Source: an optimization exercise on an open RTL-to-GDS flow (aim: small area). Production flows keep margins and buffers that such runs may drop. At most, simulation tests tie the RTL to the original design; equivalence was not proved. For runs 4 and 5, only the layout was checked, not whether the RTL still works. Power and IR drop assume default switching activity.

## flow/run.sh

```bash
#!/bin/bash
# synth_recipe.tcl (not shown) runs the flow's synth.tcl, then flattens the netlist and writes it again
# the make line also repeats each setting of config.mk as NAME=value (left out here)
make -C /OpenROAD-flow-scripts/flow DESIGN_CONFIG=/design/flow/config.mk WORK_HOME=/design/flow/orfs CLKGATE_MAP_FILE= SYNTH_SCRIPT=/design/flow/synth_recipe.tcl finish
```

## flow/config.mk

```make
export PLATFORM = sky130hd
export DESIGN_NAME = contr_play_game
export DESIGN_NICKNAME = contr_play_game
export VERILOG_FILES = /design/flow/design.v
export SDC_FILE = /design/flow/constraint.sdc
export NUM_CORES = 4
export LEC_CHECK = 0
export CAP_MARGIN = 20
export CORE_MARGIN = 2
export CORE_UTILIZATION = 40
export PLACE_DENSITY = 0.6
export SLEW_MARGIN = 20
```

## flow/constraint.sdc

```tcl
create_clock -name core_clock -period 8.0 [get_ports {vga_clk}]
set_input_delay 1.6000 -clock core_clock [delete_from_list [all_inputs] [get_ports {vga_clk}]]
set_output_delay 1.6000 -clock core_clock [all_outputs]
set_load 0.01 [all_outputs]
```

## flow/design.v

```verilog
module contr_play_game(vga_clk,resetn,key_move,addr_x,addr_y,vga_r1,vga_g1,vga_b1);
parameter RESOLUTION = "160x120";
input vga_clk;
input resetn;
input key_move;
input [((RESOLUTION == "320x240") ? (8) : (7)):0] addr_x; 
input [((RESOLUTION == "320x240") ? (7) : (6)):0] addr_y;	
output [9:0] vga_r1;
output [9:0] vga_g1;
output [9:0] vga_b1;
reg [23:0] key_move_v;
reg move_sig;
reg[6:0] row_data_h0;
reg[6:0] row_data_l0;
reg[6:0] row_data_h1;
reg[6:0] row_data_l1;
reg[6:0] row_data_h2;
reg[6:0] row_data_l2;
reg[6:0] row_data_h3;
reg[6:0] row_data_l3;
reg [4:0] data_con;
reg up_sig0;
reg up_sig1;
reg up_sig2;
reg up_sig3;
reg en_sig;
reg [9:0] vga_r1r;
reg [9:0] vga_g1r;
reg [9:0] vga_b1r;
reg [9:0] vga_r1rr;
reg [9:0] vga_g1rr;
reg [9:0] vga_b1rr;
reg [7:0] targ_addr;
reg hit_sig0;
reg hit_sig1;
reg hit_sig2;
reg hit_sig3;
reg hit_sig;
always@(posedge vga_clk)
begin
  if(addr_x =='d1 && addr_y =='d0)
    data_con <= data_con +1'b1;
  else
    data_con <= data_con ;
  if(!resetn) begin
    data_con <= 5'd0;
  end
end
always@(posedge vga_clk)
begin
  if(addr_x =='d1 && addr_y =='d0 && data_con ==5'd30) 
     en_sig <= 1'b1;
  else
     en_sig <= 1'b0; 
  if(!resetn) begin
    en_sig <= 1'b0;
  end
end
always@(posedge vga_clk)
begin
   if(en_sig ==1'b1) begin
	  if(row_data_h0 ==7'd118 && up_sig0 ==1'b1)
	    up_sig0 <= 1'b0;
	  else if(row_data_h0 ==7'd10 & up_sig0 ==1'b0)
	    up_sig0 <= 1'b1;
	  else
	    up_sig0 <= up_sig0;
	end
	else
	  up_sig0 <= up_sig0;
  if(!resetn) begin
    up_sig0 <= 1'b0;
  end
end
always@(posedge vga_clk)
begin
   if(en_sig ==1'b1 && up_sig0 ==1'b1) begin
	  row_data_h0 <= row_data_h0 +1'b1;
	  row_data_l0 <= row_data_l0 +1'b1;
	end
	else if(en_sig ==1'b1 && up_sig0 ==1'b0) begin
	  row_data_h0 <= row_data_h0 -1'b1;
	  row_data_l0 <= row_data_l0 -1'b1;
	end
  if(!resetn) begin
    row_data_h0 <= 7'd9;
    row_data_l0 <= 7'd0;
  end
end
always@(posedge vga_clk)
begin
   if(en_sig ==1'b1) begin
	  if(row_data_h1 ==7'd118 && up_sig1 ==1'b1)
	    up_sig1 <= 1'b0;
	  else if(row_data_h1 ==7'd10 & up_sig1 ==1'b0)
	    up_sig1 <= 1'b1;
	  else
	    up_sig1 <= up_sig1;
	end
	else
	  up_sig1 <= up_sig1;
  if(!resetn) begin
    up_sig1 <= 1'b0;
  end
end
always@(posedge vga_clk)
begin
   if(en_sig ==1'b1 && up_sig1 ==1'b1) begin
	  row_data_h1 <= row_data_h1 +1'b1;
	  row_data_l1 <= row_data_l1 +1'b1;
	end
	else if(en_sig ==1'b1 && up_sig1 ==1'b0) begin
	  row_data_h1 <= row_data_h1 -1'b1;
	  row_data_l1 <= row_data_l1 -1'b1;
	end
  if(!resetn) begin
    row_data_h1 <= 7'd69;
    row_data_l1 <= 7'd60;
  end
end
always@(posedge vga_clk)
begin
   if(en_sig ==1'b1) begin
	  if(row_data_h2 ==7'd118 && up_sig2 ==1'b1)
	    up_sig2 <= 1'b0;
	  else if(row_data_h2 ==7'd10 & up_sig2 ==1'b0)
	    up_sig2 <= 1'b1;
	  else
	    up_sig2 <= up_sig2;
	end
	else
	  up_sig2 <= up_sig2;
  if(!resetn) begin
    up_sig2 <= 1'b0;
  end
end
always@(posedge vga_clk)
begin
   if(en_sig ==1'b1 && up_sig2 ==1'b1) begin
	  row_data_h2 <= row_data_h2 +1'b1;
	  row_data_l2 <= row_data_l2 +1'b1;
	end
	else if(en_sig ==1'b1 && up_sig2 ==1'b0) begin
	  row_data_h2 <= row_data_h2 -1'b1;
	  row_data_l2 <= row_data_l2 -1'b1;
	end
  if(!resetn) begin
    row_data_h2 <= 7'd49;
    row_data_l2 <= 7'd40;
  end
end
always@(posedge vga_clk)
begin
   if(en_sig ==1'b1) begin
	  if(row_data_h3 ==7'd118 && up_sig3 ==1'b1)
	    up_sig3 <= 1'b0;
	  else if(row_data_h3 ==7'd10 & up_sig3 ==1'b0)
	    up_sig3 <= 1'b1;
	  else
	    up_sig3 <= up_sig3;
	end
	else
	  up_sig3 <= up_sig3;
  if(!resetn) begin
    up_sig3 <= 1'b0;
  end
end
always@(posedge vga_clk)
begin
   if(en_sig ==1'b1 && up_sig3 ==1'b1) begin
	  row_data_h3 <= row_data_h3 +1'b1;
	  row_data_l3 <= row_data_l3 +1'b1;
	end
	else if(en_sig ==1'b1 && up_sig3 ==1'b0) begin
	  row_data_h3 <= row_data_h3 -1'b1;
	  row_data_l3 <= row_data_l3 -1'b1;
	end
  if(!resetn) begin
    row_data_h3 <= 7'd109;
    row_data_l3 <= 7'd100;
  end
end
reg col_sig;
always@(posedge vga_clk)
begin
  if(((addr_x >='d34 && addr_x <='d36) || (addr_x >='d69 && addr_x <='d71)) || 
    ((addr_x >='d99 && addr_x <='d101) || (addr_x >='d129 && addr_x <='d131)))
	   col_sig <= 1'b1;
  else 
      col_sig <= 1'b0;
  if(!resetn) begin
    col_sig <= 1'b0;
  end
end
always@(posedge vga_clk)
begin
  if(targ_addr >=8'd31 && targ_addr <=8'd36) begin
     if((row_data_h0 >=7'd58 && row_data_l0 <= 7'd58) ||(row_data_h0 >=7'd61 && row_data_l0 <=7'd61))
	    hit_sig0 <= 1'b1;
	  else
	    hit_sig0 <= 1'b0;
  end
  else
    hit_sig0 <= 1'b0;
  if(!resetn) begin
    hit_sig0 <= 1'b0;
  end
end
always@(posedge vga_clk)
begin
  if(targ_addr >=8'd66 && targ_addr <=8'd71) begin
     if((row_data_h1 >=7'd58 && row_data_l1 <= 7'd58) ||(row_data_h1 >=7'd61 && row_data_l1 <=7'd61))
	    hit_sig1 <= 1'b1;
	  else
	    hit_sig1 <= 1'b0;
  end
  else
    hit_sig1 <= 1'b0;
  if(!resetn) begin
    hit_sig1 <= 1'b0;
  end
end
always@(posedge vga_clk)
begin
  if(targ_addr >=8'd96 && targ_addr <=8'd101) begin
     if((row_data_h2 >=7'd58 && row_data_l2 <= 7'd58) ||(row_data_h2 >=7'd61 && row_data_l2 <=7'd61))
	    hit_sig2 <= 1'b1;
	  else
	    hit_sig2 <= 1'b0;
  end
  else
    hit_sig2 <= 1'b0;
  if(!resetn) begin
    hit_sig2 <= 1'b0;
  end
end
always@(posedge vga_clk)
begin
  if(targ_addr >=8'd126 && targ_addr <=8'd131) begin
     if((row_data_h3 >=7'd58 && row_data_l3 <= 7'd58) ||(row_data_h3 >=7'd61 && row_data_l3 <=7'd61))
	    hit_sig3 <= 1'b1;
	  else
	    hit_sig3 <= 1'b0;
  end
  else
    hit_sig3 <= 1'b0;
  if(!resetn) begin
    hit_sig3 <= 1'b0;
  end
end
always@(posedge vga_clk)
begin
  hit_sig <= (hit_sig0 | hit_sig1) | (hit_sig2 | hit_sig3);
  if(!resetn) begin
    hit_sig <= 1'b0;
  end
end
always@(posedge vga_clk)
begin
  if(col_sig) begin
    if((addr_y <=row_data_h0 && addr_y >=row_data_l0) || (addr_y <=row_data_h1 && addr_y >=row_data_l1) || 
	    (addr_y <=row_data_h2 && addr_y >=row_data_l2) || (addr_y <=row_data_h3 && addr_y >=row_data_l3) ) begin
	   vga_r1r <= 10'd1000;
		vga_g1r <= 10'd3;
		vga_b1r <= 10'd10;
	 end
    else begin
	   vga_r1r <= 10'd0;
		vga_g1r <= 10'd0;
		vga_b1r <= 10'd0;
	 end
  end
  if(!resetn) begin
    vga_r1r <= 10'd0;
    vga_g1r <= 10'd0;
    vga_b1r <= 10'd0;
  end
end
always@(posedge vga_clk)
begin
  key_move_v <={key_move_v[22:0],key_move};
  if(key_move_v ==24'h800000)
    move_sig <= 1'b1;
  else
    move_sig <= 1'b0;
  if(!resetn) begin
    key_move_v <= 24'hffffff;
    move_sig <= 1'b0;
  end
end
always@(posedge vga_clk)
begin
   if(!resetn)
	  targ_addr <= 8'd1;
	else if(hit_sig)
	  targ_addr <= 8'd1;
	else if(move_sig) begin
	  if(targ_addr >=8'd150)
	    targ_addr <= 8'd1;
	  else
	    targ_addr <= targ_addr +8'd4;
	end
end
always@(posedge vga_clk)
begin
  if(addr_y >='d58 && addr_y <='d61) begin
     if(addr_x >=targ_addr && addr_x <= targ_addr +8'd3) begin
	     vga_r1rr <= 10'd10;
		  vga_g1rr <= 10'd400;
		  vga_b1rr <= 10'd400;
     end	
	  else begin
	     vga_r1rr <= 10'd0;
		  vga_g1rr <= 10'd0;
		  vga_b1rr <= 10'd0;
     end	
  end
  if(!resetn) begin
    vga_r1rr <= 10'd0;
    vga_g1rr <= 10'd0;
    vga_b1rr <= 10'd0;
  end
end
assign vga_r1 = vga_r1r | vga_r1rr;
assign vga_g1 = vga_g1r | vga_g1rr;
assign vga_b1 = vga_b1r | vga_b1rr;
endmodule
```

==> reports/results.tsv, run 1 <==
metric	value	unit
syn avg cell area	8.51	sq um
yosys warns	1	
critical path capture point type	flip-flop	
GR Layer Usage met2	28.4	%
Area contributors post-synth	dfxtp_1 (27%), ha_1 (19%), xnor2_1 (4.3%)	
Die Y	145	um
layout cells sized above 1	3.17	%
CTS root buf	clkbuf_16	
fin. max-slew vios	0	
Synth cell types	58	
Register Area	2130	sq um
DRC	0	
# resized after CTS	0	
CTS tree	built	
GRT met3 Usage	3.21	%
Post-CTS Hold Fix Bufs	0	
Clk Latency, worst-skew pair	0.36	ns
ant diodes	0	
Leak Pwr	3.41	nW
run status	complete, no violations	
# fillers	1958	
postcts setup bufs	0	
Overall Global Routing Usage	17.2	%
skew final	0.0103	ns
Std-Cell Rows	51	
WP data required	8.23	ns
Clock transition at path regs	0.08	ns
CP Max Fanout	10	
Layout area overhead	9.10	%
Iteration-0 DRC Markers	300	
DR pass1 iterations	4	
routed length per instance	14.7	um
io pins	48	
die width	145	um
area leader, netlist	dfxtp_1	
period utilization	43.1	%
fin nets	1084	
ys flop type	dfxtp_1	
max_cap viols	0	
Post-synth EDFFs	0	
area of the multi-input gates	5230	sq um
via count	6417	
Hold Path Class	flip-flop to flip-flop	
Critical Path Start Type	input pin	
fin cells	1210	
vias per cell	5.30	
Cells after DPL	1194	
I/O Buffers	34	
RSZ-0062 raised after global routing	no	
Slew @ Worst Pin	0.725	ns
WS Path Type	input pin to flip-flop	
clk sinks	106	
routed wire length	17800	um
asr flop ratio synth	0	%
pwr dens	125	nW/um^2
largest net degree at the start of global routing	61	
HPWL Detailed	13100	um
Initial Util	40.9	%
core area	19500	sq um
Final Hold Fails	0	
sequential share of the synthesized area	26.7	%
Synth top area share	26.7	%
Yosys reg bits	106	
vias in the first global route	5949	
CTS Buf Count	9	
GP Congestion	0.831	
Max Buffers Root-to-Sink	2	
Fmax	290	MHz
final setup fails	0	
minimum clock period	3.45	ns
Arr. time, crit path	3.68	ns
GRT Residual Overflow	0	
worst relative slew slack	51.6	%
peak supply drop	0.126	mV
initial antenna violation count	0	
post-detailed-route count of antenna-violating nets	0	
TNS Setup	0	ns
M1 GR Usage	23.6	%
mapped cell area	7960	sq um
GRT busiest layer	met2	
Commonest cells post-synth	ha_1 (118), dfxtp_1 (106), inv_1 (84)	
first-pass GRT wire length	30100	um
most frequent cell after synthesis	ha_1	
H-tree lvl count	3	
die footprint	21000	sq um
Mapped Cells	935	
area by class of cell:
class | instances | share of cell area [%]
timing repair buffer | 37 | 4.12
multi-input combinational | 702 | 60.2
inverter | 84 | 3.63
tap | 265 | 3.82
sequential | 106 | 24.5
clock buffer | 9 | 2.59
clock inverter | 7 | 1.14
final timing paths:
check / start / depth (start not counted) / to / slack (ns)
setup / recovery: addr_y[4] / 6 / data_con[3]$_SDFFE_PN0P_ / 4.55
hold / removal: key_move_v[10]$_SDFF_PN1_ / 1 / key_move_v[11]$_SDFF_PN1_ / 0.43
setup reg to reg: en_sig$_SDFF_PN0_ / 8 / row_data_l3[6]$_SDFFE_PN1P_ / 4.56
hold reg to reg: key_move_v[10]$_SDFF_PN1_ / 1 / key_move_v[11]$_SDFF_PN1_ / 0.43
per-layer routing:
metal | share of wire [%] | routed length [um]
met1 | 50 | 8970
met2 | 46 | 8120
met3 | 3.0 | 526
met4 | 0.91 | 161
met5 | 0 | 0
power breakdown:
group | internal (mW) | switching (mW) | total [mW]
Sequential | 0.529 | 0.00343 | 0.533
Combinational | 0.0360 | 0.0490 | 0.0849
Clock | 0.227 | 0.244 | 0.471
Total | 0.792 | 0.296 | 1.09
registers in the layout, summed over array words and instances, names as in the netlist, 5 cells and up:
signal,count
row_data_l2,7
row_data_l0,7
row_data_h0,7
row_data_l3,7
data_con,5
row_data_h3,7
targ_addr,7
row_data_h1,7
row_data_h2,7
key_move_v,24
row_data_l1,7
stage by stage:
step                      total power, mW  hold slack (ns)  setup slack [ns]  area [sq um]  util [%]
after CTS                            1.10            0.434              4.51          8680      44.6
after floorplan                     0.602            0.401              5.12          8000         -
final                                1.09            0.432              4.55          8680      44.6
after detailed placement            0.631            0.418              4.13          8360      43.0
after global placement              0.630            0.412              4.14          8360      43.0
after global routing                 1.13            0.453              4.28          8680      44.6
cell families (layout without fill, tap and decap cells):
logic type               count (synthesis)  in the layout  synth area share, %
AO/OA/AOI/OAI                          200            200                 16.8
other                                    1             13               0.0471
multiplexers                            28             28                 3.55
buffers and inverters                  139            137                 8.21
XOR/XNOR                                45             45                 4.95
adder cells (fa/ha/maj)                126            126                 20.6
AND/OR/NAND/NOR                        290            290                 19.2
flip-flops                             106            106                 26.7
cell usage in the layout, fill, tap and decap left out, drive strengths merged, types with 14 or more instances in the layout:
| cell | n |
|---|---|
| ha | 118 |
| dfxtp | 106 |
| inv | 85 |
| nand2 | 59 |
| nor2 | 55 |
| a21oi | 53 |
| xnor2 | 39 |
| nand2b | 34 |
| clkdlybuf4s50 | 33 |
| nand3 | 31 |
| o21ai | 30 |
| nand4 | 27 |
| mux2i | 26 |
| a21o | 24 |
| nor3 | 24 |
| o211ai | 14 |
| nor4 | 14 |
| a31oi | 14 |
worst max-delay path, cell delays in order:
cell,delay [ns]
clkdlybuf4s50_1,0.68
or4_1,0.64
nor3_2,0.13
and3_1,0.38
a31o_2,0.20
a21oi_1,0.05
==> inputs of run 2 (changes only) <==
==> flow/design.v (replaced) <==
module contr_play_game(vga_clk,resetn,key_move,addr_x,addr_y,vga_r1,vga_g1,vga_b1);
parameter RESOLUTION = "160x120";
input vga_clk;
input resetn;
input key_move;
input [((RESOLUTION == "320x240") ? (8) : (7)):0] addr_x;
input [((RESOLUTION == "320x240") ? (7) : (6)):0] addr_y;
output [9:0] vga_r1;
output [9:0] vga_g1;
output [9:0] vga_b1;
reg [4:0] data_con;
reg en_sig;
wire frame_addr = (addr_x == 8'd1) && (addr_y == 7'd0);
always @(posedge vga_clk) begin
  if (!resetn) begin
    data_con <= 5'd0;
    en_sig <= 1'b0;
  end else begin
    if (frame_addr) data_con <= data_con + 1'b1;
    en_sig <= frame_addr && (data_con == 5'd30);
  end
end
reg [6:0] l0, l1, l2, l3;
reg up0, up1, up2, up3;
always @(posedge vga_clk) begin
  if (!resetn) begin
    l0 <= 7'd0;   up0 <= 1'b0;
    l1 <= 7'd60;  up1 <= 1'b0;
    l2 <= 7'd40;  up2 <= 1'b0;
    l3 <= 7'd100; up3 <= 1'b0;
  end else if (en_sig) begin
    l0 <= up0 ? l0 + 1'b1 : l0 - 1'b1;
    l1 <= up1 ? l1 + 1'b1 : l1 - 1'b1;
    l2 <= up2 ? l2 + 1'b1 : l2 - 1'b1;
    l3 <= up3 ? l3 + 1'b1 : l3 - 1'b1;
    if (up0 ? (l0 == 7'd109) : (l0 == 7'd1)) up0 <= ~up0;
    if (up1 ? (l1 == 7'd109) : (l1 == 7'd1)) up1 <= ~up1;
    if (up2 ? (l2 == 7'd109) : (l2 == 7'd1)) up2 <= ~up2;
    if (up3 ? (l3 == 7'd109) : (l3 == 7'd1)) up3 <= ~up3;
  end
end
reg col_sig;
always @(posedge vga_clk) begin
  if (!resetn) col_sig <= 1'b0;
  else col_sig <= (addr_x >= 8'd34 && addr_x <= 8'd36) || (addr_x >= 8'd69 && addr_x <= 8'd71) ||
                  (addr_x >= 8'd99 && addr_x <= 8'd101) || (addr_x >= 8'd129 && addr_x <= 8'd131);
end
wire [7:0] d0 = {1'b0, addr_y} - {1'b0, l0};
wire [7:0] d1 = {1'b0, addr_y} - {1'b0, l1};
wire [7:0] d2 = {1'b0, addr_y} - {1'b0, l2};
wire [7:0] d3 = {1'b0, addr_y} - {1'b0, l3};
wire in0 = (d0 <= 8'd9) && (l0 <= 7'd118);
wire in1 = (d1 <= 8'd9);
wire in2 = (d2 <= 8'd9);
wire in3 = (d3 <= 8'd9);
reg bar_on;
always @(posedge vga_clk) begin
  if (!resetn) bar_on <= 1'b0;
  else if (col_sig) bar_on <= in0 | in1 | in2 | in3;
end
reg [4:0] zc;
reg move_sig;
always @(posedge vga_clk) begin
  if (!resetn || key_move) zc <= 5'd0;
  else if (zc != 5'd24) zc <= zc + 1'b1;
  if (!resetn) move_sig <= 1'b0;
  else move_sig <= (zc == 5'd23);
end
reg [5:0] k;
reg hit_any, hit_sig;
always @(posedge vga_clk) begin
  if (!resetn || hit_sig) k <= 6'd0;
  else if (move_sig) k <= (k == 6'd38) ? 6'd0 : k + 1'b1;
end
wire cov0 = (l0 >= 7'd49) && (l0 <= 7'd61);
wire cov1 = (l1 >= 7'd49) && (l1 <= 7'd61);
wire cov2 = (l2 >= 7'd49) && (l2 <= 7'd61);
wire cov3 = (l3 >= 7'd49) && (l3 <= 7'd61);
always @(posedge vga_clk) begin
  if (!resetn) begin
    hit_any <= 1'b0;
    hit_sig <= 1'b0;
  end else begin
    hit_any <= ((k == 6'd8) && cov0) || ((k == 6'd17) && cov1) ||
               ((k == 6'd24 || k == 6'd25) && cov2) || ((k == 6'd32) && cov3);
    hit_sig <= hit_any;
  end
end
wire [7:0] xm1 = addr_x - 8'd1;
reg targ_on;
always @(posedge vga_clk) begin
  if (!resetn) targ_on <= 1'b0;
  else if (addr_y >= 7'd58 && addr_y <= 7'd61) targ_on <= (xm1[7:2] == k);
end
wire A = bar_on, B = targ_on;
assign vga_r1 = {A, A, A, A, A, 1'b0, A | B, 1'b0, B, 1'b0};
assign vga_g1 = {1'b0, B, B, 1'b0, 1'b0, B, 1'b0, 1'b0, A, A};
assign vga_b1 = {1'b0, B, B, 1'b0, 1'b0, B, A, 1'b0, A, 1'b0};
endmodule
==> reports/results.tsv, run 2 <==
metric	value	unit	change
Overall Global Routing Usage	17.2	%	+0.085 points
commonest non-fill, non-tap cell in the layout	dfxtp_1		
DR pass1 iterations	4		unchanged
r2r startpoint	l1[0]$_SDFFE_PN0P_		
WS Path Type	input pin to flip-flop		
GRT Residual Overflow	0		unchanged
CTS Buf Count	5		-4
Hold Path Class	flip-flop to flip-flop		
# fillers	1126		-42%
ant diodes	0		unchanged
Final Hold Fails	0		unchanged
syn avg cell area	7.80	sq um	-8.3%
ys flop type	dfxtp_1		
DR WL met2	4820	um	-41%
R2R cell count	10		+2
Area contributors post-synth	dfxtp_1 (24%), ha_1 (13%), xnor2_1 (6.8%)		
WP data required	8.25	ns	+0.02 ns
sequential share of the synthesized area	23.8	%	-2.9 points
Mapped Cells	594		-36%
commonest cells after routing, fill and taps aside	dfxtp_1 (55), ha_1 (49), o21ai_0 (47)		
H-tree lvl count	2		-1
mapped cell area	4640	sq um	-42%
Hold EP	hit_sig$_SDFF_PN0_		
minimum clock period	4.02	ns	+0.565 ns
worst relative slew slack	52.5	%	+0.87 points
# resized after CTS	0		unchanged
reg2reg end	bar_on$_SDFFE_PN0P_		
Slew @ Worst Pin	0.706	ns	-0.0187 ns
Yosys reg bits	55		-48%
first-pass GRT wire length	17800	um	-41%
yosys warns	1		unchanged
CTS tree	built		
Iteration-0 DRC Markers	268		-11%
Critical Path Start Type	input pin		
Top Layer Used	met4		
peak supply drop	0.187	mV	+49%
DRC	0		unchanged
TNS Setup	0	ns	unchanged
Die Y	112	um	-23%
area leader, netlist	dfxtp_1		
post-layout util	44.6	%	about the same
Arr. time, crit path	4.27	ns	+0.59 ns
die width	112	um	-23%
die footprint	12500	sq um	-41%
fin cells	744		-39%
Synth top area share	23.8	%	-2.9 points
vias in the first global route	3833		-36%
power consumption	0.586	mW	-46%
WL met3	445	um	-15%
Std-Cell Rows	39		-24%
post-detailed-route count of antenna-violating nets	0		unchanged
Post-synth EDFFs	0		unchanged
GP Congestion	0.927		+12%
reg2reg setup slack	5.51	ns	+0.95 ns
Initial Util	40.8	%	-0.12 points
Hold WS	0.440	ns	+0.00737 ns
critical path capture point type	flip-flop		
run status	complete, no violations		
most frequent cell after synthesis	dfxtp_1		
final setup fails	0		unchanged
routed length per instance	14.1	um	-4.1%
core area	11400	sq um	-42%
Layout area overhead	9.42	%	
Clk Latency, worst-skew pair	0.31	ns	-0.05 ns
Cells after DPL	736		-38%
fin nets	671		-38%
Max Buffers Root-to-Sink	2		unchanged
CP Max Fanout	10		unchanged
layout cells sized above 1	3.49	%	+0.32 points
largest net degree at the start of global routing	47		-23%
Fmax	249	MHz	-14%
wire length on met1	4910	um	-45%
Synth cell types	56		-3.4%
Hold Startpoint	hit_any$_SDFF_PN0_		
RSZ-0062 raised after global routing	no		
vias per cell	5.36		+1.1%
postcts setup bufs	0		unchanged
Commonest cells post-synth	dfxtp_1 (55), ha_1 (49), o21ai_0 (47)		
CTS root buf	clkbuf_16		
fin. max-slew vios	0		unchanged
Post-CTS Hold Fix Bufs	0		unchanged
Leak Pwr	1.98	nW	-42%
via count	3988		-38%
Critical path origin	addr_y[1]		
asr flop ratio synth	0	%	unchanged
pwr dens	116	nW/um^2	-7.8%
max_cap viols	0		unchanged
I/O Buffers	34		unchanged
io pins	48		unchanged
clk sinks	55		-48%
initial antenna violation count	0		unchanged
Clock transition at path regs	0.08	ns	about the same
skew final	0.0122	ns	+0.00197 ns
routed wire length	10500	um	-41%
period utilization	50.2	%	+7.1 points
hold depth	1		unchanged
HPWL Detailed	7720	um	-41%
run 2: changes by cell type in the layout (fill, tap and decap cells not counted), moves of 12 or more:
| cell | before | now |
|---|---|---|
| ha_1 | 118 | 49 |
| dfxtp_1 | 105 | 55 |
| inv_1 | 84 | 45 |
| nand2b_1 | 34 | 5 |
| and2_1 | 3 | 28 |
| mux2i_1 | 26 | 3 |
| a21o_1 | 24 | 3 |
| a21oi_1 | 53 | 32 |
| nand2_1 | 59 | 40 |
| nor2_1 | 55 | 36 |
| o21ai_0 | 30 | 47 |
| nand4_1 | 26 | 10 |
| a31oi_1 | 14 | 2 |
run 2: metal layers:
metal	GRT usage, %	up-vias
met1	21.2	1849
met4	7.41	0
li1	-	2027
met3	4.63	24
met2	28.4	88
met5	0	-
run 2: stage by stage:
step / area [sq um] / worst slack, ns
after detailed placement: 4910 / 3.65
after global placement: 4910 / 3.76
final: 5070 / 3.98
after floorplan: 4680 / 4.46
after global routing: 5070 / 3.78
after CTS: 5070 / 3.98
run 2: how the worst max path moves through the flow:
| stage | end |
|---|---|
| 2_1_floorplan | bar_on$_SDFFE_PN0P_ |
| 5_1_grt | bar_on$_SDFFE_PN0P_ |
| 3_3_place_gp | bar_on$_SDFFE_PN0P_ |
| 6_report | bar_on$_SDFFE_PN0P_ |
| 3_5_place_dp | bar_on$_SDFFE_PN0P_ |
| 4_1_cts | bar_on$_SDFFE_PN0P_ |
run 2: kinds of logic (layout without fill, tap and decap cells):
| group | count (synthesis) | in the layout | synth area share [%] |
|---|---|---|---|
| muxes | 7 | 7 | 1.62 |
| other | 1 | 13 | 0.0809 |
| xor gates and xnor gates | 51 | 51 | 9.64 |
| DFF | 55 | 55 | 23.8 |
| AOI/OAI and AO/OA | 120 | 120 | 15.6 |
| adders and majority gates | 53 | 53 | 15.0 |
| and+or+nand+nor | 213 | 213 | 24.2 |
| buffers and inverters | 94 | 89 | 10.1 |
run 2: worst max-delay path, stage by stage:
cell             delay (ns)
clkdlybuf4s50_1        0.82
inv_1                  0.13
fa_1                   0.50
nor2b_4                0.13
o21a_1                 0.13
o21ai_0                0.13
a221o_1                0.34
o311a_1                0.33
a31oi_1                0.15
run 2: power by group:
group          internal (mW)  leakage, nW  total, mW  switching (mW)
Clock                  0.121       0.0772      0.238           0.117
Combinational         0.0323         1.46     0.0734          0.0411
Sequential             0.274        0.444      0.275        0.000940
Total                  0.427         1.98      0.586           0.159
run 2: layout make-up:
cell class	count	area [sq um]	area share, %
flip-flops and latches	55	1100	21.7
clock buffers	5	125	2.47
clock inverters	3	33.8	0.666
repair buffers	36	355	7.01
multi-input cells	457	3110	61.3
inverters	45	169	3.33
well taps	143	179	3.53
==> inputs of run 3 (changes only) <==
==> flow/flow/run.sh (new file) <==
#!/bin/bash
# Own layout flow: the standard synthesis, then an area-oriented re-mapping of the
# combinational logic between the (untouched) registers, then the standard ORFS layout.
set -euo pipefail
W=$(pwd)
R=$W/orfs/results/${FLOW_PLATFORM}/contr_play_game/base
LIB=$FLOW_HOME/platforms/sky130hd/lib/sky130_fd_sc_hd__tt_025C_1v80.lib

# 1. standard synthesis (unchanged)
bash standard.sh synth > $W/log_synth.txt 2>&1

# 2. re-map the logic for area; registers (dfxtp cells) are kept as black boxes
cp $R/1_2_yosys.v $W/std_synth.v
sed -e "s#@LIB@#$LIB#g" -e "s#@IN@#$W/std_synth.v#g" -e "s#@OUT@#$W/remapped.v#g" \
    -e "s#@ABC@#$W/flow/area.abc#g" $W/flow/remap.ys > $W/remap_run.ys
yosys -s $W/remap_run.ys > $W/log_remap.txt 2>&1
cp $W/remapped.v $R/1_2_yosys.v
rm -f $R/1_synth.odb $R/1_synth.sdc

# 3. standard layout on the re-mapped netlist
bash standard.sh \
  "BUFFER_PORTS_ARGS=-buffer_cell sky130_fd_sc_hd__buf_1" \
  finish > $W/log_layout.txt 2>&1
==> flow/flow/area.abc (new file) <==
strash
&get -n
&deepsyn -T 30
&put
dch -f
amap
topo
dnsize
==> flow/flow/remap.ys (new file) <==
read_liberty -ignore_miss_func @LIB@
read_verilog @IN@
hierarchy -top contr_play_game
setattr -mod -set blackbox 1 sky130_fd_sc_hd__dfxtp_1
flatten
hierarchy -top contr_play_game
read_liberty -lib -overwrite @LIB@
opt_clean
stat
abc -liberty @LIB@ -dont_use sky130_fd_sc_hd__probe_p_8 -dont_use sky130_fd_sc_hd__probec_p_8 -dont_use sky130_fd_sc_hd__lpflow_bleeder_1 -dont_use sky130_fd_sc_hd__lpflow_clkbufkapwr_1 -dont_use sky130_fd_sc_hd__lpflow_clkbufkapwr_16 -dont_use sky130_fd_sc_hd__lpflow_clkbufkapwr_2 -dont_use sky130_fd_sc_hd__lpflow_clkbufkapwr_4 -dont_use sky130_fd_sc_hd__lpflow_clkbufkapwr_8 -dont_use sky130_fd_sc_hd__lpflow_clkinvkapwr_1 -dont_use sky130_fd_sc_hd__lpflow_clkinvkapwr_16 -dont_use sky130_fd_sc_hd__lpflow_clkinvkapwr_2 -dont_use sky130_fd_sc_hd__lpflow_clkinvkapwr_4 -dont_use sky130_fd_sc_hd__lpflow_clkinvkapwr_8 -dont_use sky130_fd_sc_hd__lpflow_decapkapwr_12 -dont_use sky130_fd_sc_hd__lpflow_decapkapwr_3 -dont_use sky130_fd_sc_hd__lpflow_decapkapwr_4 -dont_use sky130_fd_sc_hd__lpflow_decapkapwr_6 -dont_use sky130_fd_sc_hd__lpflow_decapkapwr_8 -dont_use sky130_fd_sc_hd__lpflow_inputiso0n_1 -dont_use sky130_fd_sc_hd__lpflow_inputiso0p_1 -dont_use sky130_fd_sc_hd__lpflow_inputiso1n_1 -dont_use sky130_fd_sc_hd__lpflow_inputiso1p_1 -dont_use sky130_fd_sc_hd__lpflow_inputisolatch_1 -dont_use sky130_fd_sc_hd__lpflow_isobufsrc_1 -dont_use sky130_fd_sc_hd__lpflow_isobufsrc_16 -dont_use sky130_fd_sc_hd__lpflow_isobufsrc_2 -dont_use sky130_fd_sc_hd__lpflow_isobufsrc_4 -dont_use sky130_fd_sc_hd__lpflow_isobufsrc_8 -dont_use sky130_fd_sc_hd__lpflow_isobufsrckapwr_16 -dont_use sky130_fd_sc_hd__lpflow_lsbuf_lh_hl_isowell_tap_1 -dont_use sky130_fd_sc_hd__lpflow_lsbuf_lh_hl_isowell_tap_2 -dont_use sky130_fd_sc_hd__lpflow_lsbuf_lh_hl_isowell_tap_4 -dont_use sky130_fd_sc_hd__lpflow_lsbuf_lh_isowell_4 -dont_use sky130_fd_sc_hd__lpflow_lsbuf_lh_isowell_tap_1 -dont_use sky130_fd_sc_hd__lpflow_lsbuf_lh_isowell_tap_2 -dont_use sky130_fd_sc_hd__lpflow_lsbuf_lh_isowell_tap_4 -dont_use sky130_fd_sc_hd__fill_1 -dont_use sky130_fd_sc_hd__fill_2 -dont_use sky130_fd_sc_hd__fill_4 -dont_use sky130_fd_sc_hd__fill_8  -script @ABC@
opt_clean -purge
hilomap -singleton -hicell sky130_fd_sc_hd__conb_1 HI -locell sky130_fd_sc_hd__conb_1 LO
setundef -zero
splitnets
opt_clean -purge
insbuf -buf sky130_fd_sc_hd__buf_4 A X
check -assert
stat -liberty @LIB@
write_verilog -noattr -nohex -nodec @OUT@
==> flow/standard.sh (new file) <==
#!/bin/bash
# synth_recipe.tcl (not shown) runs the flow's synth.tcl, then flattens the netlist and writes it again
# the make line also repeats each setting of config.mk as NAME=value (left out here)
make -C /OpenROAD-flow-scripts/flow DESIGN_CONFIG=/design/flow/config.mk WORK_HOME=/design/flow/orfs CLKGATE_MAP_FILE= SYNTH_SCRIPT=/design/flow/synth_recipe.tcl "${@:-finish}"
removed: flow/run.sh
==> reports/results.tsv, run 3 <==
metric	value	unit	change
Initial Util	41.2	%	+0.44 points
Fmax	288	MHz	+16%
Clk Latency, worst-skew pair	0.32	ns	about the same
minimum clock period	3.47	ns	-0.543 ns
Cells after DPL	613		-17%
Crit path depth	11		+2
hold depth	1		unchanged
reg2reg end	l3[6]$_SDFFE_PN1P_		
Leak Pwr	1.10	nW	-45%
DR pass1 iterations	5		+1
reg2reg setup slack	5.21	ns	-0.30 ns
ant diodes	0		unchanged
# resized after CTS	0		unchanged
Layout area overhead	6.09	%	
Final Hold Fails	0		unchanged
RSZ-0062 raised after global routing	no		
commonest non-fill, non-tap cell in the layout	nor2_1		
Top Family by Delay on Critical Path	compound AO/OA/AOI/OAI gates		
Iteration-0 DRC Markers	227		-15%
peak supply drop	0.0862	mV	-54%
CTS root buf	clkbuf_8		
cell breakdown of the critical path	buf_1, clkinv_1, nor2_1, clkinv_1, o21ai_0, nor2_1, o32ai_1, o311ai_0, a222oi_1, nor3_1, a31oi_1		
critical path capture point type	flip-flop		
GRT Residual Overflow	0		unchanged
Std-Cell Rows	33		-15%
clk sinks	55		unchanged
CTS Buf Count	5		unchanged
routed wire length	8550	um	-19%
run status	complete, no violations		
routed length per instance	13.8	um	-2.4%
commonest cells after routing, fill and taps aside	nor2_1 (112), clkinv_1 (70), dfxtp_1 (55)		
yosys warns	1		unchanged
die footprint	9170	sq um	-26%
CP Max Fanout	7		-3
I/O Buffers	34		unchanged
mapped cell area	3370	sq um	-27%
period utilization	43.4	%	-6.8 points
Hold Startpoint	zc[3]$_SDFFE_PP0P_		
initial antenna violation count	0		unchanged
first-pass GRT wire length	14000	um	-22%
pwr dens	144	nW/um^2	+25%
Slew @ Worst Pin	0.910	ns	+0.204 ns
fin. max-slew vios	0		unchanged
syn avg cell area	6.86	sq um	-12%
CTS tree	built		
Mapped Cells	491		-17%
die width	95.8	um	-14%
GP Congestion	0.908		-2.1%
max_cap viols	0		unchanged
core area	8180	sq um	-28%
vias in the first global route	3006		-22%
vias per cell	5.54		+3.3%
Hold EP	move_sig$_SDFF_PN0_		
R2R cell count	9		-1
io pins	48		unchanged
DRC	0		unchanged
CP bufs+invs	3		+1
Clock transition at path regs	0.11	ns	+0.03 ns
post-detailed-route count of antenna-violating nets	0		unchanged
Die Y	95.8	um	-14%
WS Path Type	input pin to flip-flop		
CP max stage delay	0.31	ns	-0.51 ns
Max Buffers Root-to-Sink	2		unchanged
Critical Path Start Type	input pin		
Post-CTS Hold Fix Bufs	0		unchanged
postcts setup bufs	0		unchanged
Overall Global Routing Usage	19.1	%	+1.9 points
Worst path slowest cell	buf_1		
worst relative slew slack	38.6	%	-14 points
skew final	0.0142	ns	+0.00200 ns
final setup fails	0		unchanged
fin nets	533		-21%
layout cells sized above 1	1.74	%	-1.7 points
HPWL Detailed	6460	um	-16%
TNS Setup	0	ns	unchanged
via count	3440		-14%
largest net degree at the start of global routing	38		-19%
Arr. time, crit path	3.73	ns	-0.54 ns
WP data required	8.26	ns	about the same
H-tree lvl count	2		unchanged
r2r startpoint	en_sig$_SDFF_PN0_		
fin cells	621		-17%
Hold Path Class	flip-flop to flip-flop		
[run 3: area by class of cell]
class                   instances  area (sq um)
fillers                       852          4600
well taps                     105           131
multi-input cells             348          1830
repair buffers                 34           128
clock buffers                   5          68.8
inverters                      71           267
clock inverters                 3          50.0
flip-flops and latches         55          1100
[run 3: how the worst max path moves through the flow]
stage	endpoint	slack [ns]	startpoint
2_1_floorplan	data_con[2]$_SDFFE_PN0P_	4.83	addr_x[6]
3_3_place_gp	zc[2]$_SDFFE_PP0P_	4.08	resetn
3_5_place_dp	zc[2]$_SDFFE_PP0P_	3.98	resetn
4_1_cts	zc[0]$_SDFFE_PP0P_	4.34	resetn
5_1_grt	bar_on$_SDFFE_PN0P_	4.25	addr_y[3]
6_report	bar_on$_SDFFE_PN0P_	4.53	addr_y[3]
[run 3: report_power, final]
part	total [mW]	switching [mW]	internal [mW]
Sequential	0.276	0.00104	0.275
Combinational	0.0428	0.0304	0.0124
Clock	0.197	0.100	0.0967
[run 3: layer usage]
layer | vias up | track usage, % | wire length [um]
met5 | - | 0 | 0
met4 | 0 | 4.88 | 153
met3 | 15 | 3.21 | 335
met2 | 85 | 32.3 | 3980
met1 | 1560 | 25.3 | 4070
li1 | 1780 | - | -
[run 3: stage by stage]
step / total power, mW / setup WS, ns / instance area [sq um] / hold WS (ns) / util (%)
2_1_floorplan: 0.314 / 4.83 / 3410 / 0.406 / -
3_3_place_gp: 0.323 / 4.08 / 3460 / 0.416 / 42.3
3_5_place_dp: 0.324 / 3.98 / 3460 / 0.428 / 42.3
4_1_cts: 0.521 / 4.34 / 3570 / 0.444 / 43.7
5_1_grt: 0.537 / 4.25 / 3570 / 0.458 / 43.7
6_report: 0.515 / 4.53 / 3570 / 0.444 / 43.7
==> inputs of run 4 (changes only) <==
--- a/flow/design.v
+++ b/flow/design.v
@@ -11,28 +11,36 @@
 reg [4:0] data_con;
 reg en_sig;
 wire frame_addr = (addr_x == 8'd1) && (addr_y == 7'd0);
+wire dc_fb = data_con[4] ^ data_con[2] ^ (data_con[3:0] == 4'd0);
 always @(posedge vga_clk) begin
   if (!resetn) begin
     data_con <= 5'd0;
     en_sig <= 1'b0;
   end else begin
-    if (frame_addr) data_con <= data_con + 1'b1;
-    en_sig <= frame_addr && (data_con == 5'd30);
+    if (frame_addr) data_con <= {data_con[3:0], dc_fb};
+    en_sig <= frame_addr && (data_con == 5'b01000);
   end
 end
-reg [6:0] l0, l1, l2, l3;
+reg b0;
+reg [5:0] u0, u1, u2, u3;
 reg up0, up1, up2, up3;
+wire [6:0] l0 = {u0, b0};
+wire [6:0] l1 = {u1, b0};
+wire [6:0] l2 = {u2, b0};
+wire [6:0] l3 = {u3, b0};
 always @(posedge vga_clk) begin
   if (!resetn) begin
-    l0 <= 7'd0;   up0 <= 1'b0;
-    l1 <= 7'd60;  up1 <= 1'b0;
-    l2 <= 7'd40;  up2 <= 1'b0;
-    l3 <= 7'd100; up3 <= 1'b0;
+    b0 <= 1'b0;
+    u0 <= 6'd0;  up0 <= 1'b0;
+    u1 <= 6'd30; up1 <= 1'b0;
+    u2 <= 6'd20; up2 <= 1'b0;
+    u3 <= 6'd50; up3 <= 1'b0;
   end else if (en_sig) begin
-    l0 <= up0 ? l0 + 1'b1 : l0 - 1'b1;
-    l1 <= up1 ? l1 + 1'b1 : l1 - 1'b1;
-    l2 <= up2 ? l2 + 1'b1 : l2 - 1'b1;
-    l3 <= up3 ? l3 + 1'b1 : l3 - 1'b1;
+    b0 <= ~b0;
+    u0 <= up0 ? u0 + b0 : u0 - !b0;
+    u1 <= up1 ? u1 + b0 : u1 - !b0;
+    u2 <= up2 ? u2 + b0 : u2 - !b0;
+    u3 <= up3 ? u3 + b0 : u3 - !b0;
     if (up0 ? (l0 == 7'd109) : (l0 == 7'd1)) up0 <= ~up0;
     if (up1 ? (l1 == 7'd109) : (l1 == 7'd1)) up1 <= ~up1;
     if (up2 ? (l2 == 7'd109) : (l2 == 7'd1)) up2 <= ~up2;
@@ -60,11 +68,13 @@
 end
 reg [4:0] zc;
 reg move_sig;
+wire [15:0] zc_tt = 16'b1000011011111001;
+wire zc_fb = zc_tt[{zc[4], zc[3], zc[1], zc[0]}];
 always @(posedge vga_clk) begin
   if (!resetn || key_move) zc <= 5'd0;
-  else if (zc != 5'd24) zc <= zc + 1'b1;
+  else zc <= {zc[3:0], zc_fb};
   if (!resetn) move_sig <= 1'b0;
-  else move_sig <= (zc == 5'd23);
+  else move_sig <= (zc == 5'b01111);
 end
 reg [5:0] k;
 reg hit_any, hit_sig;
--- a/flow/flow/run.sh
+++ b/flow/flow/run.sh
@@ -20,4 +20,6 @@
 # 3. standard layout on the re-mapped netlist
 bash standard.sh \
   "BUFFER_PORTS_ARGS=-buffer_cell sky130_fd_sc_hd__buf_1" \
+  "SKIP_REPAIR_TIE_FANOUT=1" \
+  "CTS_ARGS=-sink_clustering_enable -repair_clock_nets -dont_use_dummy_load" \
   finish > $W/log_layout.txt 2>&1
==> flow/flow/area.abc (replaced) <==
strash
&get -n
&deepsyn -T 60
&put
dch -f
amap
topo
dnsize
--- a/flow/flow/remap.ys
+++ b/flow/flow/remap.ys
@@ -3,6 +3,7 @@
 hierarchy -top contr_play_game
 setattr -mod -set blackbox 1 sky130_fd_sc_hd__dfxtp_1
 flatten
+rename -hide w:*.*
 hierarchy -top contr_play_game
 read_liberty -lib -overwrite @LIB@
 opt_clean
==> reports/results.tsv, run 4 <==
metric	value	unit	change
run status	complete, no violations		
ant diodes	0		unchanged
r2r startpoint	b0$_SDFFE_PN0P_		
WS Path Type	flip-flop to flip-flop		
Iteration-0 DRC Markers	193		-15%
final setup fails	0		unchanged
Cells after DPL	576		-6.0%
GP Congestion	0.899		-1.0%
Hold Path Class	flip-flop to flip-flop		
sw frac	24.8	%	-0.68 points
Final Hold Fails	0		unchanged
# resized after CTS	0		unchanged
Critical Path Start Type	flip-flop		
Max Buffers Root-to-Sink	2		unchanged
max_cap viols	0		unchanged
core area	7770	sq um	-5.0%
R2R cell count	12		+3
Hold WS	0.439	ns	-0.00495 ns
Clk Latency, worst-skew pair	0.31	ns	about the same
WP data required	8.23	ns	-0.03 ns
sequential power share	59.5	%	+6.0 points
commonest cells after routing, fill and taps aside	nor2_1 (91), clkinv_1 (65), dfxtp_1 (52)		
net switching power	0.109	mW	-17%
post-detailed-route count of antenna-violating nets	0		unchanged
peak supply drop	0.0580	mV	-33%
io pins	48		unchanged
Std-Cell Rows	32		-3.0%
post-route setup slack	4.47	ns	-0.0521 ns
postcts setup bufs	0		unchanged
HPWL Detailed	6290	um	-2.6%
Arr. time, crit path	3.75	ns	+0.02 ns
vias in the first global route	2848		-5.3%
initial antenna violation count	0		unchanged
Overall Global Routing Usage	19.5	%	+0.32 points
reg2reg setup slack	4.47	ns	-0.74 ns
Pint	0.329	mW	-14%
Leak Pwr	1.01	nW	-8.4%
routed length per instance	14.2	um	+3.2%
M1 GR Usage	27.1	%	+1.8 points
TNS Setup	0	ns	unchanged
largest net degree at the start of global routing	20		-47%
clk sinks	52		-5.5%
Fmax	284	MHz	-1.5%
CTS tree	built		
Logic pwr share	9.7	%	+1.4 points
DRC	0		unchanged
CTS Buf Count	5		unchanged
H-tree lvl count	2		unchanged
fin cells	581		-6.4%
skew final	0.0262	ns	+0.0120 ns
vias per cell	5.60		+1.0%
RSZ-0062 raised after global routing	no		
Clock transition at path regs	0.11	ns	about the same
GR Layer Usage met2	31.9	%	-0.45 points
GRT busiest layer	met2		
Post-CTS Hold Fix Bufs	0		unchanged
Layout area overhead	3.78	%	
yosys warns	1		unchanged
GRT Residual Overflow	0		unchanged
Critical path destination	up3$_SDFFE_PN0P_		
CP Max Fanout	10		+3
commonest non-fill, non-tap cell in the layout	nor2_1		
layout cells sized above 1	1.25	%	-0.49 points
die footprint	8750	sq um	-4.6%
worst relative slew slack	44.7	%	+6.2 points
# fillers	822		-3.5%
fin. max-slew vios	0		unchanged
Die Y	93.5	um	-2.3%
syn avg cell area	6.87	sq um	about the same
Clock power frac	30.8	%	-7.4 points
Initial Util	41.3	%	+0.070 points
first-pass GRT wire length	13600	um	-2.6%
I/O Buffers	34		unchanged
die width	93.5	um	-2.3%
via count	3251		-5.5%
Slew @ Worst Pin	0.826	ns	-0.0836 ns
Mapped Cells	467		-4.9%
critical path capture point type	flip-flop		
fin nets	499		-6.4%
reg2reg end	up3$_SDFFE_PN0P_		
DP Worst Slack	4.29	ns	+0.314 ns
minimum clock period	3.53	ns	+0.0521 ns
Critical path origin	b0$_SDFFE_PN0P_		
routed wire length	8260	um	-3.4%
mapped cell area	3210	sq um	-4.8%
DR pass1 iterations	5		unchanged
period utilization	44.1	%	+0.65 points
CTS root buf	clkbuf_8		
GRT met3 Usage	2.74	%	-0.47 points
pwr dens	132	nW/um^2	-8.7%
==> run 4: cell count changes in the layout (fill, tap and decap cells not counted), sizes merged, moves of 4 or more <==
cell	previous run	this run
nand4	7	3
a21oi	20	32
conb	13	1
a41oi	0	4
a211oi	22	18
o21ai	30	38
o22ai	12	16
nor2	112	91
a311oi	5	1
clkinv	70	65
a31oi	8	4
==> run 4: through the flow <==
step | power [mW] | area (sq um) | util [%]
after floorplan | 0.298 | 3210 | -
after global placement | 0.308 | 3260 | 42.0
after detailed placement | 0.309 | 3260 | 42.0
after CTS | 0.447 | 3330 | 42.8
after global routing | 0.461 | 3330 | 42.8
final | 0.438 | 3330 | 42.8
==> run 4: layer usage <==
metal,share of wire [%],vias up
met5,0,-
met4,1.0,0
met3,4.2,9
met2,46,78
met1,49,1481
li1,-,1683
==> run 4: worst max-delay path, cell delays in order (launching register included) <==
cell	delay [ns]
dfxtp_1	0.35
clkinv_1	0.28
nor2_1	0.73
clkinv_1	0.55
nor2_1	0.21
o21ai_0	0.15
nor2_1	0.19
clkinv_1	0.11
a211oi_1	0.28
o21ai_0	0.19
a21oi_1	0.16
o21ai_0	0.13
a21oi_1	0.13
==> run 4: cell type report <==
type | instances | area, sq um | area share, %
well taps | 102 | 128 | 3.83
flip-flops and latches | 52 | 1040 | 31.3
repair buffers | 35 | 135 | 4.06
inverters | 65 | 244 | 7.33
clock buffers | 5 | 68.8 | 2.07
multi-input cells | 322 | 1710 | 51.4
==> run 4: how the worst min path moves through the flow <==
stage	from	slack, ns	to	cells past startpoint
after floorplan	zc[2]$_SDFF_PP0_	0.40	zc[3]$_SDFF_PP0_	2
after global placement	zc[4]$_SDFF_PP0_	0.42	move_sig$_SDFF_PN0_	1
after detailed placement	data_con[4]$_SDFFE_PN0P_	0.42	en_sig$_SDFF_PN0_	1
after CTS	zc[4]$_SDFF_PP0_	0.44	move_sig$_SDFF_PN0_	1
after global routing	zc[4]$_SDFF_PP0_	0.45	move_sig$_SDFF_PN0_	1
final	zc[2]$_SDFF_PP0_	0.44	zc[3]$_SDFF_PP0_	2
==> run 4: power groups by stage <==
stage	logic, mW	registers [mW]	clock network (mW)
finish	0.0427	0.261	0.135
global route	0.0478	0.261	0.152
CTS	0.0421	0.261	0.144
detailed placement	0.0419	0.267	0
global placement	0.0414	0.267	0
floorplan	0.0318	0.267	0
==> inputs of run 5 (changes only) <==
--- a/flow/flow/run.sh
+++ b/flow/flow/run.sh
@@ -21,5 +21,5 @@
 bash standard.sh \
   "BUFFER_PORTS_ARGS=-buffer_cell sky130_fd_sc_hd__buf_1" \
   "SKIP_REPAIR_TIE_FANOUT=1" \
-  "CTS_ARGS=-sink_clustering_enable -repair_clock_nets -dont_use_dummy_load" \
+  "CTS_ARGS=-sink_clustering_enable -repair_clock_nets -dont_use_dummy_load -sink_clustering_size 30 -buf_list {sky130_fd_sc_hd__clkbuf_4 sky130_fd_sc_hd__clkbuf_8} -root_buf sky130_fd_sc_hd__clkbuf_8" \
   finish > $W/log_layout.txt 2>&1
==> reports/results.tsv, run 5 <==
metric	value	unit	change
Iteration-0 DRC Markers	193		unchanged
syn avg cell area	6.87	sq um	unchanged
Hold Path Class	flip-flop to flip-flop		
period utilization	44.1	%	unchanged
GP Congestion	0.899		unchanged
routed length per instance	14.2	um	unchanged
routed wire length	8260	um	unchanged
Max Buffers Root-to-Sink	2		unchanged
DRC	0		unchanged
Arr. time, crit path	3.75	ns	about the same
H-tree lvl count	2		unchanged
postcts setup bufs	0		unchanged
DR pass1 iterations	5		unchanged
RSZ-0062 raised after global routing	no		
CTS tree	built		
WS Path Type	flip-flop to flip-flop		
vias in the first global route	2848		unchanged
Die Y	93.5	um	unchanged
max_cap viols	0		unchanged
DP Area	3260	sq um	unchanged
peak supply drop	0.0580	mV	unchanged
Register Area	1040	sq um	unchanged
WP data required	8.23	ns	about the same
io pins	48		unchanged
Critical Path Start Type	flip-flop		
commonest non-fill, non-tap cell in the layout	nor2_1		
vias per cell	5.60		unchanged
area of the multi-input gates	1710	sq um	unchanged
final setup fails	0		unchanged
# fillers	822		unchanged
die footprint	8750	sq um	unchanged
Mapped Cells	467		unchanged
ant diodes	0		unchanged
Overall Global Routing Usage	19.5	%	unchanged
skew final	0.0262	ns	unchanged
pwr dens	132	nW/um^2	unchanged
first-pass GRT wire length	13600	um	unchanged
Slew @ Worst Pin	0.826	ns	unchanged
CP Max Fanout	10		unchanged
Clk Latency, worst-skew pair	0.31	ns	about the same
fin. max-slew vios	0		unchanged
critical path capture point type	flip-flop		
Initial Util	41.3	%	unchanged
Layout area overhead	3.78	%	unchanged
yosys warns	1		unchanged
commonest cells after routing, fill and taps aside	nor2_1 (91), clkinv_1 (65), dfxtp_1 (52)		
design area	3330	sq um	unchanged
I/O Buffers	34		unchanged
die width	93.5	um	unchanged
reg2reg setup slack	4.47	ns	about the same
mapped cell area	3210	sq um	unchanged
Fmax	284	MHz	unchanged
Clock transition at path regs	0.11	ns	about the same
largest net degree at the start of global routing	20		unchanged
Std-Cell Rows	32		unchanged
# resized after CTS	0		unchanged
core area	7770	sq um	unchanged
Leak Pwr	1.01	nW	unchanged
minimum clock period	3.53	ns	unchanged
run status	complete, no violations		
worst relative slew slack	44.7	%	unchanged
post-detailed-route count of antenna-violating nets	0		unchanged
fin nets	499		unchanged
Post-CTS Hold Fix Bufs	0		unchanged
layout cells sized above 1	1.25	%	unchanged
via count	3251		unchanged
GRT Residual Overflow	0		unchanged
HPWL Detailed	6290	um	unchanged
initial antenna violation count	0		unchanged
Final Hold Fails	0		unchanged
TNS Setup	0	ns	unchanged
CTS root buf	clkbuf_8		
CTS Buf Count	5		unchanged
clk sinks	52		unchanged
run 5: critical path: stages (launching register included):
cell and delay [ns]:
dfxtp_1 0.35, clkinv_1 0.28, nor2_1 0.73, clkinv_1 0.55
nor2_1 0.21, o21ai_0 0.15, nor2_1 0.19, clkinv_1 0.11
a211oi_1 0.28, o21ai_0 0.19, a21oi_1 0.16, o21ai_0 0.13
a21oi_1 0.13
run 5: report_power, final:
group | switching (mW) | internal (mW)
clock | 0.0781 | 0.0567
sequential | 0.000896 | 0.260
combinational | 0.0298 | 0.0129
run 5: path summary, 6_finish.rpt:
kind,start,endpoint,depth (start not counted)
max,b0$_SDFFE_PN0P_,up3$_SDFFE_PN0P_,12
min,zc[2]$_SDFF_PP0_,zc[3]$_SDFF_PP0_,2
max reg2reg,b0$_SDFFE_PN0P_,up3$_SDFFE_PN0P_,12
min reg2reg,zc[2]$_SDFF_PP0_,zc[3]$_SDFF_PP0_,2
run 5: per-layer routing:
layer	track usage (%)	vias to the layer above	routed length (um)
met5	0	-	0
met4	4.47	0	83
met3	2.74	9	346
met2	31.9	78	3800
met1	27.1	1481	4020
li1	-	1683	-
run 5: stage by stage:
step | setup WS (ns) | power [mW] | util, % | hold WS (ns) | instances
finish | 4.47 | 0.438 | 42.8 | 0.439 | 581
global route | 4.06 | 0.461 | 42.8 | 0.452 | 581
CTS | 4.46 | 0.447 | 42.8 | 0.441 | 581
detailed placement | 4.29 | 0.309 | 42.0 | 0.420 | 576
global placement | 4.37 | 0.308 | 42.0 | 0.416 | 576
floorplan | 4.68 | 0.298 | - | 0.404 | 467
run 5: layout make-up:
class	instances	area share, %
clock buffer	5	2.07
timing repair buffer	35	4.06
sequential	52	31.3
inverter	65	7.33
multi-input combinational	322	51.4
tap	102	3.83
==> inputs of run 6 (changes only) <==
--- a/flow/design.v
+++ b/flow/design.v
@@ -41,10 +41,10 @@
     u1 <= up1 ? u1 + b0 : u1 - !b0;
     u2 <= up2 ? u2 + b0 : u2 - !b0;
     u3 <= up3 ? u3 + b0 : u3 - !b0;
-    if (up0 ? (l0 == 7'd109) : (l0 == 7'd1)) up0 <= ~up0;
-    if (up1 ? (l1 == 7'd109) : (l1 == 7'd1)) up1 <= ~up1;
-    if (up2 ? (l2 == 7'd109) : (l2 == 7'd1)) up2 <= ~up2;
-    if (up3 ? (l3 == 7'd109) : (l3 == 7'd1)) up3 <= ~up3;
+    if (b0 && (up0 ? (u0[5] & u0[4] & u0[2] & u0[1]) : (u0 == 6'd0))) up0 <= ~up0;
+    if (b0 && (up1 ? (u1[5] & u1[4] & u1[2] & u1[1]) : (u1 == 6'd0))) up1 <= ~up1;
+    if (b0 && (up2 ? (u2[5] & u2[4] & u2[2] & u2[1]) : (u2 == 6'd0))) up2 <= ~up2;
+    if (b0 && (up3 ? (u3[5] & u3[4] & u3[2] & u3[1]) : (u3 == 6'd0))) up3 <= ~up3;
   end
 end
 reg col_sig;
@@ -80,7 +80,7 @@
 reg hit_any, hit_sig;
 always @(posedge vga_clk) begin
   if (!resetn || hit_sig) k <= 6'd0;
-  else if (move_sig) k <= (k == 6'd38) ? 6'd0 : k + 1'b1;
+  else if (move_sig) k <= (k[5] & k[2] & k[1]) ? 6'd0 : k + 1'b1;   
 end
 wire cov0 = (l0 >= 7'd49) && (l0 <= 7'd61);
 wire cov1 = (l1 >= 7'd49) && (l1 <= 7'd61);
@@ -91,8 +91,10 @@
     hit_any <= 1'b0;
     hit_sig <= 1'b0;
   end else begin
-    hit_any <= ((k == 6'd8) && cov0) || ((k == 6'd17) && cov1) ||
-               ((k == 6'd24 || k == 6'd25) && cov2) || ((k == 6'd32) && cov3);
+    hit_any <= (k[3] & ~k[4] & (k[2:0] == 3'd0) & cov0) |
+               (k[4] & (k[3:1] == 3'd0) & k[0] & cov1) |
+               (k[4] & k[3] & (k[2:1] == 2'd0) & cov2) |
+               (k[5] & (k[2:0] == 3'd0) & cov3);
     hit_sig <= hit_any;
   end
 end
--- a/flow/flow/run.sh
+++ b/flow/flow/run.sh
@@ -21,5 +21,5 @@
 bash standard.sh \
   "BUFFER_PORTS_ARGS=-buffer_cell sky130_fd_sc_hd__buf_1" \
   "SKIP_REPAIR_TIE_FANOUT=1" \
-  "CTS_ARGS=-sink_clustering_enable -repair_clock_nets -dont_use_dummy_load -sink_clustering_size 30 -buf_list {sky130_fd_sc_hd__clkbuf_4 sky130_fd_sc_hd__clkbuf_8} -root_buf sky130_fd_sc_hd__clkbuf_8" \
+  "CTS_ARGS=-sink_clustering_enable -repair_clock_nets -dont_use_dummy_load" \
   finish > $W/log_layout.txt 2>&1
==> flow/flow/area.abc (replaced) <==
strash
&get -n
&deepsyn -T 120 -t
&put
dch -f
amap
topo
dnsize
==> reports/results.tsv, run 6 <==
metric	value	unit	change
critical path capture point type	flip-flop		
Mapped Cells	452		-3.2%
post-route setup slack	4.62	ns	+0.148 ns
GRT Residual Overflow	0		unchanged
CP Max Fanout	11		+1
pwr dens	133	nW/um^2	+1.2%
Slew @ Worst Pin	0.623	ns	-0.203 ns
DRC	0		unchanged
CTS tree	built		
post-detailed-route count of antenna-violating nets	0		unchanged
run status	complete, no violations		
peak supply drop	0.0765	mV	+32%
Std-Cell Rows	32		unchanged
postcts setup bufs	0		unchanged
RSZ-0062 raised after global routing	no		
vias per cell	5.65		+1.0%
ant diodes	0		unchanged
io pins	48		unchanged
fin. max-slew vios	0		unchanged
Die Y	92.8	um	-0.75%
Overall Global Routing Usage	19.6	%	+0.14 points
skew final	0.0281	ns	+0.00188 ns
final setup fails	0		unchanged
layout cells sized above 1	1.29	%	+0.040 points
Initial Util	41.1	%	-0.22 points
Hold Path Class	flip-flop to flip-flop		
WP data required	8.22	ns	about the same
Post-CTS Hold Fix Bufs	0		unchanged
Leak Pwr	0.986	nW	-2.0%
syn avg cell area	6.98	sq um	+1.7%
commonest non-fill, non-tap cell in the layout	nor2_1		
GP Congestion	0.940		+4.6%
HPWL Detailed	6320	um	+0.44%
mapped cell area	3160	sq um	-1.6%
core area	7690	sq um	-1.0%
clk sinks	52		unchanged
die footprint	8620	sq um	-1.5%
via count	3200		-1.6%
Max Buffers Root-to-Sink	2		unchanged
H-tree lvl count	2		unchanged
initial antenna violation count	0		unchanged
vias in the first global route	2893		+1.6%
worst relative slew slack	58.5	%	+14 points
largest net degree at the start of global routing	30		+50%
Clk Latency, worst-skew pair	0.31	ns	about the same
routed wire length	8210	um	-0.53%
Cells after DPL	561		-2.6%
DP Worst Slack	4.37	ns	+0.0750 ns
fin nets	484		-3.0%
WS Path Type	input pin to flip-flop		
commonest cells after routing, fill and taps aside	nor2_1 (80), clkinv_1 (67), dfxtp_1 (52)		
DR pass1 iterations	4		-1
# resized after CTS	0		unchanged
I/O Buffers	34		unchanged
routed length per instance	14.5	um	+2.1%
CTS Buf Count	5		unchanged
CTS root buf	clkbuf_8		
Arr. time, crit path	3.60	ns	-0.15 ns
max_cap viols	0		unchanged
die width	92.8	um	-0.75%
Layout area overhead	3.84	%	about the same
first-pass GRT wire length	13600	um	+0.10%
Hold WS	0.444	ns	+0.00526 ns
minimum clock period	3.38	ns	-0.148 ns
power consumption	0.437	mW	-0.37%
Final Hold Fails	0		unchanged
period utilization	42.2	%	-1.9 points
TNS Setup	0	ns	unchanged
yosys warns	1		unchanged
Iteration-0 DRC Markers	157		-19%
fin cells	566		-2.6%
Critical Path Start Type	input pin		
Clock transition at path regs	0.11	ns	about the same
Fmax	296	MHz	+4.4%
[run 6: path summary, 6_finish.rpt]
kind	cells past startpoint	end	slack, ns	startpoint
worst max-delay path	8	bar_on$_SDFFE_PN0P_	4.62	addr_y[2]
worst min-delay path	2	zc[3]$_SDFF_PP0_	0.44	zc[2]$_SDFF_PP0_
worst max register to register	8	u0[5]$_SDFFE_PN0P_	5.65	b0$_SDFFE_PN0P_
worst min register to register	2	zc[3]$_SDFF_PP0_	0.44	zc[2]$_SDFF_PP0_
[run 6: layer usage]
layer	routed length (um)	GRT usage, %	up-vias
met5	0	0	-
met4	201	8.21	0
met3	413	3.25	16
met2	3880	32.1	114
met1	3720	25.5	1435
li1	-	-	1635
[run 6: worst max-delay path: stages]
cell and delay [ns]:
buf_1 0.40, clkinv_1 0.21, nor2_1 0.35, o21ai_0 0.18, o221ai_1 0.17, o211ai_1 0.11
a2111o_1 0.43, a31oi_1 0.16
[run 6: through the flow]
step / cell area, sq um / utilization, %
floorplan: 3160 / -
global placement: 3210 / 41.7
detailed placement: 3210 / 41.7
CTS: 3280 / 42.6
global route: 3280 / 42.6
finish: 3280 / 42.6
[run 6: final cells by class]
cell class / instances / area, sq um
multi-input combinational: 305 / 1650
fill: 815 / 4410
sequential: 52 / 1040
clock buffer: 5 / 68.8
inverter: 67 / 251
timing repair buffer: 35 / 135
tap: 102 / 128
[run 6: report_power, final]
part,total [mW],leakage [nW],switching (mW),internal (mW)
logic,0.0413,0.531,0.0285,0.0127
clock network,0.135,0.0359,0.0788,0.0567
registers,0.260,0.419,0.000499,0.259

[what the ideal ports hide]
No port has a modelled driver above. Below, the same layouts with a new extraction and two added sets of constraints.
Step 1 sets driving cells, clkbuf_16 on the clock port and buf_2 on the other inputs (assumed; they add their load-dependent delay and slew).
Step 2, shift: input delay + t, output delay - t, t = (earliest + latest rising clock arrival at the registers) / 2. This alone moves slack from input paths to output paths.
a / b / c = ideal ports / drivers / drivers and shift; a / b = the first two.
run | shift t [ns] | setup WS [ns] | latest minus earliest clock arrival (ns) | slew at the worst register clock pin (ns) | worst data-port slew with drivers (ns)
run 1 | 0.401 | 4.548 / 4.561 / 4.168 | 0.010 / 0.011 | 0.09 / 0.09 | 0.06
run 2 | 0.348 | 3.984 / 3.984 / 3.636 | 0.013 / 0.012 | 0.08 / 0.08 | 0.04
run 3 | 0.349 | 4.526 / 4.535 / 4.186 | 0.015 / 0.016 | 0.11 / 0.11 | 0.03
run 4 | 0.327 | 4.474 / 4.474 / 4.241 | 0.027 / 0.026 | 0.11 / 0.11 | 0.03
run 5 | 0.327 | 4.474 / 4.474 / 4.241 | 0.027 / 0.026 | 0.11 / 0.11 | 0.03
run 6 | 0.329 | 4.622 / 4.631 / 4.302 | 0.028 / 0.028 | 0.11 / 0.11 | 0.03
After both steps setup and hold are still met in every run listed. For run 1, which loses most, drivers alone change the setup slack by +0.013 ns; drivers and shift together by -0.380 ns.
